From an optimization exercise on the open Yosys and OpenROAD flow, aimed at small area, a short achievable clock period and few clock cycles per item; shortcuts taken in it are not production practice. RTL that was checked went through simulation tests only; none was proved equivalent to the original. Power is estimated from default activity; no workload was simulated.

## run 4
## acc_cpu
module acc_cpu(
	input clk,
	input rst,
	output [7:0] imem_addr,
	input [15:0] imem_rdata,
	output dmem_req,
	output dmem_we,
	output [7:0] dmem_addr,
	output [7:0] dmem_wdata,
	input dmem_ack,
	input [7:0] dmem_rdata,
	input [7:0] in_data,
	input in_valid,
	output in_ready,
	output [7:0] out_data,
	output out_valid,
	input out_ready,
	output halted,
	output [7:0] acc,
	output flag_c,
	output flag_z,
	output flag_v
);
clock: 7.0 ns
lec_check: 0
cap_margin: 20
core_margin: 2
core_utilization: 40
place_density: 0.6
setup_slack_margin: 2.3
slew_margin: 20
standard.sh (not shown) runs the stock make flow with config.mk's settings and CLKGATE_MAP_FILE= SYNTH_SCRIPT=/design/flow/synth_recipe.tcl, a recipe that flattens the netlist after the stock synthesis.
==> flow/flow/run.sh <==
#!/bin/bash
# Standard layout, with plain buf_1 cells as the port buffers.
bash standard.sh 'BUFFER_PORTS_ARGS=-buffer_cell sky130_fd_sc_hd__buf_1' > standard.log 2>&1
Edits applied to the flow inputs when going from run 4 to run 1:
--- a/flow/design.v
+++ b/flow/design.v
@@ -157,52 +157,48 @@
 assign dmem_req = ~rst & ((exe & (rd | is_st)) | rdv | sst);
 assign dmem_we = sst | (exe & is_st);
 assign dmem_addr = rd2 ? P : n;
 assign dmem_wdata = ACC;
 assign in_ready = ~rst & exe & is_in;
 assign out_valid = ~rst & exe & is_out;
 assign out_data = ACC;
 assign halted = (state == S_HLT);
 assign acc = ACC;
 assign flag_c = C;
 assign flag_z = Z;
 assign flag_v = V;
-wire div_any = exe & is_div & ~nz & c8;     
-wire d4 = (n[7:4] != 4'd0) | (ACC[7:4] < n[3:0]);
-wire div_go = div_any & ~d4;
-wire div_4 = div_any & d4;
+wire div_go = exe & is_div & ~nz & c8;      
 wire div_0 = exe & is_div & ~nz & ~c8;      
 wire div_ff = exe & is_div & nz;            
 wire acc_res = ex_alu | (mul & mbit);
 wire acc_b = ex_ld;
 wire acc_in = exe & is_in & in_valid;
 wire acc_shl = (exe & is_shl) | div | div_go;
-wire acc_sh4 = div_4;
 wire acc_shr = exe & is_shr;
 wire acc_ff = div_ff;
 wire acc_clr = div_0 | (exe & is_mul & ~n[0]);
-wire acc_keep = ~(acc_res | acc_b | acc_in | acc_shl | acc_shr | acc_ff | acc_clr | acc_sh4);
+wire acc_keep = ~(acc_res | acc_b | acc_in | acc_shl | acc_shr | acc_ff | acc_clr);
 wire shl_in = div ? dge : div_go & dq0;
 wire [7:0] acc_nx = ({8{acc_res}} & res) | ({8{acc_b}} & b) | ({8{acc_in}} & in_data) |
-	({8{acc_shl}} & {ACC[6:0], shl_in}) | ({8{acc_shr}} & {1'b0, ACC[7:1]}) | ({8{acc_sh4}} & {ACC[3:0], 4'd0}) |
+	({8{acc_shl}} & {ACC[6:0], shl_in}) | ({8{acc_shr}} & {1'b0, ACC[7:1]}) |
 	{8{acc_ff}} | ({8{acc_keep}} & ACC);
 wire p_ptr = rd1 & dmem_ack;
 wire p_sub = div & dge;
 wire p_shift = mul | (div & ~dge);
 wire p_mstart = exe & is_mul;
 wire p_dfirst = div_go;
-wire p_keep = ~(p_ptr | p_sub | p_shift | p_mstart | p_dfirst | div_0 | div_4);
+wire p_keep = ~(p_ptr | p_sub | p_shift | p_mstart | p_dfirst | div_0);
 wire [7:0] p_nx = ({8{p_ptr}} & dmem_rdata) | ({8{p_sub}} & sum) |
 	({8{p_shift}} & {P[6:0], div & ACC[7]}) | ({8{p_mstart}} & {ACC[6:0], 1'b0}) |
-	{7'd0, p_dfirst & ACC[7] & ~dq0} | {4'd0, {4{div_4}} & ACC[7:4]} | ({8{p_keep}} & P);
+	{7'd0, p_dfirst & ACC[7] & ~dq0} | ({8{p_keep}} & P);
 reg [2:0] st_nx;
 always @(*) begin
 	st_nx = state;
 	case (state)
 	S_EXE: begin
 		if (ex_now) st_nx = (is_alu & vout & ovf_en) ? S_OVF : S_EXE;
 		else if (rd) st_nx = S_RD1;
 		else if (is_st) st_nx = S_ST;
 		else if (is_hlt) st_nx = S_HLT;
 		else if (is_mul) st_nx = S_MUL;
 		else if (is_div) st_nx = S_DIV;
 	end
@@ -232,18 +228,17 @@
 	end else begin
 		state <= st_nx;
 		ACC <= acc_nx;
 		if (ex_alu) begin
 			C <= c8;
 			Z <= zres;
 			V <= vout;
 		end
 		if ((ex_alu & vout & ovf_en) | j_110 | j_120) IRET <= pc1;
 		if (exe & is_jsr) RET <= pc1;
 		if (exe & is_hv) HVPI <= n[3:0];
 		if (div_0 | div_ff) cnt <= 3'd7;
-		else if (div_4) cnt <= 3'd4;
 		else if ((exe & is_mul) | div_go | div | (mul & ~mdone)) cnt <= cnt + 3'd1;
 		else if (mul) cnt <= 3'd0;
 	end
 end
 endmodule
[summary]
Run 1 reached the final stage; the timing, design-rule and antenna checks on its layout passed. The part of the total power dissipated in the clock network reported for run 1 is smaller than that of run 4 by 4.7 points. Per the comparison of run 1 with run 4, maximum frequency saw little to no change, area growth from synthesis to final layout saw an increase, wire length of the first global-routing pass saw a decrease. Areal power density over the cells (higher): run 1. [compare] base=run 4 new=run 1: met3 track utilization from global routing fell 0.23 points, power rose 26%, synthesized-area fraction occupied by ao, oa, aoi and oai cells rose 3.9 points, proportion of power drawn by combinational gates rose 10 points, routed wire length fell 4.7%. Compared with run 4, run 1 improves die area.
Testbench counts of run 1, summed over its fixed seeds: cycles 162,768, programs 480.
No functional check of the RTL was part of run 4.

========
Setup of rev 12:
The RTL this note starts from:
==> flow/design.v <==
`timescale 1ns / 1ps
module acc_cpu(
	input clk,
	input rst,
	output [7:0] imem_addr,
	input [15:0] imem_rdata,
	output dmem_req,
	output dmem_we,
	output [7:0] dmem_addr,
	output [7:0] dmem_wdata,
	input dmem_ack,
	input [7:0] dmem_rdata,
	input [7:0] in_data,
	input in_valid,
	output in_ready,
	output [7:0] out_data,
	output out_valid,
	input out_ready,
	output halted,
	output [7:0] acc,
	output flag_c,
	output flag_z,
	output flag_v
);
localparam S_EXE = 3'b000;   
localparam S_RD1 = 3'b001;   
localparam S_RD2 = 3'b011;   
localparam S_ST  = 3'b010;   
localparam S_OVF = 3'b100;   
localparam S_MUL = 3'b101;   
localparam S_DIV = 3'b110;   
localparam S_HLT = 3'b111;   
reg [2:0] state;
reg [7:0] pc;        
reg [7:0] ACC;
reg C, Z, V;
reg [7:0] RET, IRET;
reg [3:0] HVPI;
reg [7:0] P;         
reg [2:0] cnt;       
reg mdone;           
wire exe = (state == S_EXE);
wire rd1 = (state == S_RD1);
wire rd2 = (state == S_RD2);
wire sst = (state == S_ST);
wire ovf = (state == S_OVF);
wire mul = (state == S_MUL);
wire div = (state == S_DIV);
wire rdv = rd1 | rd2;
wire [4:0] op = imem_rdata[15:11];
wire [2:0] md = imem_rdata[10:8];
wire [7:0] n = imem_rdata[7:0];
wire is_alu = (op[4:3] == 2'b00);
wire is_ld  = (op == 5'b01000);
wire is_st  = (op == 5'b01001);
wire is_shl = (op == 5'b01010);
wire is_shr = (op == 5'b01011);
wire is_in  = (op == 5'b01100);
wire is_out = (op == 5'b01101);
wire is_hlt = (op == 5'b01110);
wire is_hv  = (op == 5'b01111);
wire is_mul = (op == 5'b11000);
wire is_div = (op == 5'b11001);
wire is_br  = (op == 5'b11010);
wire is_bz  = (op == 5'b11011);
wire is_jsr = (op == 5'b11100);
wire is_rts = (op == 5'b11101);
wire is_rti = (op == 5'b11110);
wire is_bad = (op[4:3] == 2'b10) | (op == 5'b11111);
wire aluld = is_alu | is_ld;
wire bad_mode = aluld & (md[2] | (md[1] & md[0]));
wire m0 = (md == 3'd0);
wire rd = aluld & ~md[2] & (md[1] ^ md[0]);
wire hv0 = (HVPI == 4'd0);
wire ovf_en = hv0 | HVPI[0];
wire bi_en = hv0 | HVPI[1];
wire ba_en = hv0 | HVPI[2];
wire [7:0] a = div ? {P[6:0], ACC[7]} : ACC;
wire [7:0] b = rdv ? dmem_rdata : mul ? P : n;
wire [2:0] f = op[2:0];
wire [7:0] bx = b ^ {8{f[0]}};
wire [7:0] g0 = a & bx;
wire [7:0] p0 = a ^ bx;
wire [7:0] t0 = a | bx;
wire [7:0] G1, T1, G2, T2, G3;
assign G1[0] = g0[0] | (t0[0] & f[0]);
genvar gi;
generate for (gi = 1; gi < 8; gi = gi + 1) begin : pf1
	assign G1[gi] = g0[gi] | (t0[gi] & g0[gi-1]);
	assign T1[gi] = t0[gi] & t0[gi-1];
end endgenerate
assign G2[0] = G1[0];
assign G2[1] = G1[1] | (T1[1] & f[0]);
generate for (gi = 2; gi < 8; gi = gi + 1) begin : pf2
	assign G2[gi] = G1[gi] | (T1[gi] & (gi == 2 ? G1[0] : G1[gi-2]));
	if (gi >= 3) begin : t2
		assign T2[gi] = T1[gi] & T1[gi-2];
	end
end endgenerate
assign G3[0] = G2[0];
assign G3[1] = G2[1];
assign G3[2] = G2[2];
assign G3[3] = G2[3] | (T2[3] & f[0]);
generate for (gi = 4; gi < 8; gi = gi + 1) begin : pf3
	assign G3[gi] = G2[gi] | (T2[gi] & G3[gi-4]);
end endgenerate
wire [8:0] cy = {G3, f[0]};
wire c8 = cy[8];
wire [7:0] sum = p0 ^ cy[7:0];
reg [7:0] res;
always @(*) begin
	case (f[2:1])
	2'b00: res = sum;
	2'b01: res = a | bx;
	2'b10: res = a & bx;
	default: res = f[0] ? bx : ~a;
	endcase
end
wire vout = cy[7] ^ c8;
wire zsum = (p0 == {t0[6:0], f[0]});
wire zres = (f[2:1] == 2'b00) ? zsum : (res == 8'd0);
reg mbit, mnext;
always @(*) begin
	case (cnt)
	3'd0: begin mbit = n[0]; mnext = (n[7:2] == 6'd0); end
	3'd1: begin mbit = n[1]; mnext = (n[7:3] == 5'd0); end
	3'd2: begin mbit = n[2]; mnext = (n[7:4] == 4'd0); end
	3'd3: begin mbit = n[3]; mnext = (n[7:5] == 3'd0); end
	3'd4: begin mbit = n[4]; mnext = (n[7:6] == 2'd0); end
	3'd5: begin mbit = n[5]; mnext = ~n[7]; end
	default: begin mbit = n[cnt]; mnext = 1'b1; end
	endcase
end
wire dge = P[7] | c8;
wire nz = (n == 8'd0);
wire dq0 = (n == 8'd1) & ACC[7];    
wire ex_now = exe & aluld & m0;
wire ex_rd = (rd1 & ~md[1] | rd2) & dmem_ack;
wire ex = ex_now | ex_rd;
wire ex_alu = ex & is_alu;
wire ex_ld = ex & is_ld;
wire [7:0] pc1 = pc + 8'd1;
wire j_n   = exe & (is_br | (is_bz & Z) | is_jsr);
wire j_ret = exe & is_rts;
wire j_iret = exe & is_rti;
wire j_110 = exe & is_bad & bi_en;
wire j_120 = exe & bad_mode & ba_en;
wire stay_exe = rd | is_st | (is_in & ~in_valid) | (is_out & ~out_ready) | is_hlt | is_mul | is_div;
wire adv = (exe & ~stay_exe) | ovf | ex_rd | (sst & dmem_ack) | (mul & mdone) | (div & (cnt == 3'd7));
wire [7:0] jt = j_n ? n : j_ret ? RET : j_iret ? IRET :
	j_110 ? 8'd110 : j_120 ? 8'd120 : ovf ? 8'd100 : pc1;
assign imem_addr = rst ? 8'd0 : adv ? jt : pc;
assign dmem_req = ~rst & ((exe & (rd | is_st)) | rdv | sst);
assign dmem_we = sst | (exe & is_st);
assign dmem_addr = rd2 ? P : n;
assign dmem_wdata = ACC;
assign in_ready = ~rst & exe & is_in;
assign out_valid = ~rst & exe & is_out;
assign out_data = ACC;
assign halted = (state == S_HLT);
assign acc = ACC;
assign flag_c = C;
assign flag_z = Z;
assign flag_v = V;
wire div_go = exe & is_div & ~nz & c8;      
wire div_0 = exe & is_div & ~nz & ~c8;      
wire div_ff = exe & is_div & nz;            
wire acc_res = ex_alu | (mul & mbit);
wire acc_b = ex_ld;
wire acc_in = exe & is_in & in_valid;
wire acc_shl = (exe & is_shl) | div | div_go;
wire acc_shr = exe & is_shr;
wire acc_ff = div_ff;
wire acc_clr = div_0 | (exe & is_mul & ~n[0]);
wire acc_keep = ~(acc_res | acc_b | acc_in | acc_shl | acc_shr | acc_ff | acc_clr);
wire shl_in = div ? dge : div_go & dq0;
wire [7:0] acc_nx = ({8{acc_res}} & res) | ({8{acc_b}} & b) | ({8{acc_in}} & in_data) |
	({8{acc_shl}} & {ACC[6:0], shl_in}) | ({8{acc_shr}} & {1'b0, ACC[7:1]}) |
	{8{acc_ff}} | ({8{acc_keep}} & ACC);
wire p_ptr = rd1 & dmem_ack;
wire p_sub = div & dge;
wire p_shift = mul | (div & ~dge);
wire p_mstart = exe & is_mul;
wire p_dfirst = div_go;
wire p_keep = ~(p_ptr | p_sub | p_shift | p_mstart | p_dfirst | div_0);
wire [7:0] p_nx = ({8{p_ptr}} & dmem_rdata) | ({8{p_sub}} & sum) |
	({8{p_shift}} & {P[6:0], div & ACC[7]}) | ({8{p_mstart}} & {ACC[6:0], 1'b0}) |
	{7'd0, p_dfirst & ACC[7] & ~dq0} | ({8{p_keep}} & P);
reg [2:0] st_nx;
always @(*) begin
	st_nx = state;
	case (state)
	S_EXE: begin
		if (ex_now) st_nx = (is_alu & vout & ovf_en) ? S_OVF : S_EXE;
		else if (rd) st_nx = S_RD1;
		else if (is_st) st_nx = S_ST;
		else if (is_hlt) st_nx = S_HLT;
		else if (is_mul) st_nx = S_MUL;
		else if (is_div) st_nx = S_DIV;
	end
	S_RD1: if (dmem_ack) st_nx = md[1] ? S_RD2 : (is_alu & vout & ovf_en) ? S_OVF : S_EXE;
	S_RD2: if (dmem_ack) st_nx = (is_alu & vout & ovf_en) ? S_OVF : S_EXE;
	S_ST: if (dmem_ack) st_nx = S_EXE;
	S_OVF: st_nx = S_EXE;
	S_MUL: if (mdone) st_nx = S_EXE;
	S_DIV: if (cnt == 3'd7) st_nx = S_EXE;
	default: st_nx = state;
	endcase
end
always @(posedge clk) begin
	pc <= imem_addr;
	P <= p_nx;
	mdone <= mnext;
	if (rst) begin
		state <= S_EXE;
		ACC <= 8'd0;
		C <= 1'b0;
		Z <= 1'b0;
		V <= 1'b0;
		RET <= 8'd0;
		IRET <= 8'd0;
		HVPI <= 4'd0;
		cnt <= 3'd0;
	end else begin
		state <= st_nx;
		ACC <= acc_nx;
		if (ex_alu) begin
			C <= c8;
			Z <= zres;
			V <= vout;
		end
		if ((ex_alu & vout & ovf_en) | j_110 | j_120) IRET <= pc1;
		if (exe & is_jsr) RET <= pc1;
		if (exe & is_hv) HVPI <= n[3:0];
		if (div_0 | div_ff) cnt <= 3'd7;
		else if ((exe & is_mul) | div_go | div | (mul & ~mdone)) cnt <= cnt + 3'd1;
		else if (mul) cnt <= 3'd0;
	end
end
endmodule
==> flow/config.mk <==
export PLATFORM = sky130hd
export DESIGN_NAME = acc_cpu
export DESIGN_NICKNAME = acc_cpu
export VERILOG_FILES = /design/flow/design.v
export SDC_FILE = /design/flow/constraint.sdc
export NUM_CORES = 4
export LEC_CHECK = 0
export CAP_MARGIN = 20
export CORE_MARGIN = 2
export CORE_UTILIZATION = 40
export PLACE_DENSITY = 0.6
export SETUP_SLACK_MARGIN = 3
export SLEW_MARGIN = 20
==> flow/constraint.sdc <==
create_clock -name core_clock -period 7.0 [get_ports {clk}]
set_input_delay 1.4000 -clock core_clock [delete_from_list [all_inputs] [get_ports {clk}]]
set_output_delay 1.4000 -clock core_clock [all_outputs]
set_load 0.01 [all_outputs]
Scripts as last shown in full above: flow/flow/run.sh
Having completed the whole flow, rev 12 delivered a layout that passed the timing, design-rule and antenna checks.
[inputs] rev 13 vs rev 12
--- a/flow/design.v
+++ b/flow/design.v
@@ -143,16 +143,20 @@
 wire j_n   = exe & (is_br | (is_bz & Z) | is_jsr);
 wire j_ret = exe & is_rts;
 wire j_iret = exe & is_rti;
 wire j_110 = exe & is_bad & bi_en;
 wire j_120 = exe & bad_mode & ba_en;
 wire stay_exe = rd | is_st | (is_in & ~in_valid) | (is_out & ~out_ready) | is_hlt | is_mul | is_div;
-wire adv = (exe & ~stay_exe) | ovf | ex_rd | (sst & dmem_ack) | (mul & mdone) | (div & (cnt == 3'd7));
-wire [7:0] jt = j_n ? n : j_ret ? RET : j_iret ? IRET :
-	j_110 ? 8'd110 : j_120 ? 8'd120 : ovf ? 8'd100 : pc1;
-assign imem_addr = rst ? 8'd0 : adv ? jt : pc;
+wire stall = (exe & stay_exe) | (rd1 & ~(dmem_ack & ~md[1])) | (rd2 & ~dmem_ack) |
+	(sst & ~dmem_ack) | (mul & ~mdone) | (div & (cnt != 3'd7)) | (state == S_HLT);
+wire jmp = j_n | j_ret | j_iret | j_110 | j_120 | ovf;
+wire s_pc1 = ~stall & ~jmp;
+wire [7:0] nxt = ({8{stall}} & pc) | ({8{s_pc1}} & pc1) | ({8{j_n}} & n) |
+	({8{j_ret}} & RET) | ({8{j_iret}} & IRET) |
+	({8{ovf}} & 8'd100) | ({8{j_110}} & 8'd110) | ({8{j_120}} & 8'd120);
+assign imem_addr = nxt & {8{~rst}};
 assign dmem_req = ~rst & ((exe & (rd | is_st)) | rdv | sst);
 assign dmem_we = sst | (exe & is_st);
 assign dmem_addr = rd2 ? P : n;
 assign dmem_wdata = ACC;
 assign in_ready = ~rst & exe & is_in;
 assign out_valid = ~rst & exe & is_out;
Results
Rev 13 completed end to end with timing, DRC and antenna clean.
imem_rdata[9] as the launching instance or port of the critical path was reported by rev 13, and imem_rdata[11] by rev 12.
Number of distinct library cell variants in the gate-level netlist after synthesis: rev 13 > rev 12
In rev 13, utilization of the core after routing is lower than in rev 12.
Relative to rev 12, sequential share of layout area has increased by 1.3 points in rev 13.
Run comparison: rev 13 standard cell with the maximum stage delay on the critical path sky130_fd_sc_hd__or3b_4; rev 12 standard cell with the maximum stage delay on the critical path sky130_fd_sc_hd__o31ai_4
Sort rev 13 and rev 12 by proportion of synthesized chip area in sequential cells, descending, and rev 13 comes first.
The worst hold slack number comes out lower for rev 12 vs rev 13.
On rev 13: share of total power in combinational logic is 4.3 points higher than what rev 12 gave.
The adder and majority gate portion of the synthesized area number comes out higher for rev 13 vs rev 12.
Cmp rev 13 vs rev 12: synthesized cell area lower in rev 13
Number of multi-input logic gates came out lower on rev 13 than on rev 12.
Testbench counts of rev 13, summed over its fixed seeds: cycles 162,768, programs 480.
Function not checked in rev 12: the RTL went through the layout flow alone.

[re-timing with driven ports]
The results above use ideal ports. As a check the final layouts listed here were re-extracted and re-timed, cells and wires unchanged. Step 1 assumes that a clkbuf_16 drives the clock port and a buf_2 every other input. Step 2 times the ports against the registers' clock, not the clock port: input delays grow and output delays shrink by t, the midpoint of the rising clock arrivals with the driver on. a / b / c = ideal ports / drivers / drivers and shift; a / b = the first two.
| run | shift t [ns] | setup slack, ns | worst setup path at the end | worst slew at a driven data input, ns |
|---|---|---|---|---|
| run 4 | 0.345 | 2.240 / 2.188 / 2.188 | input to output | 0.07 |
| run 1 | 0.337 | 2.226 / 2.183 / 2.058 | input to register | 0.05 |
| rev 12 | 0.353 | 2.388 / 2.321 / 2.082 | input to register | 0.15 |
| rev 13 | 0.338 | 2.172 / 2.124 / 2.124 | input to output | 0.06 |
After both steps every run listed still meets setup and hold. The setup slack of rev 12, which loses most, moves by -0.067 ns with the drivers and by -0.306 ns with both steps.
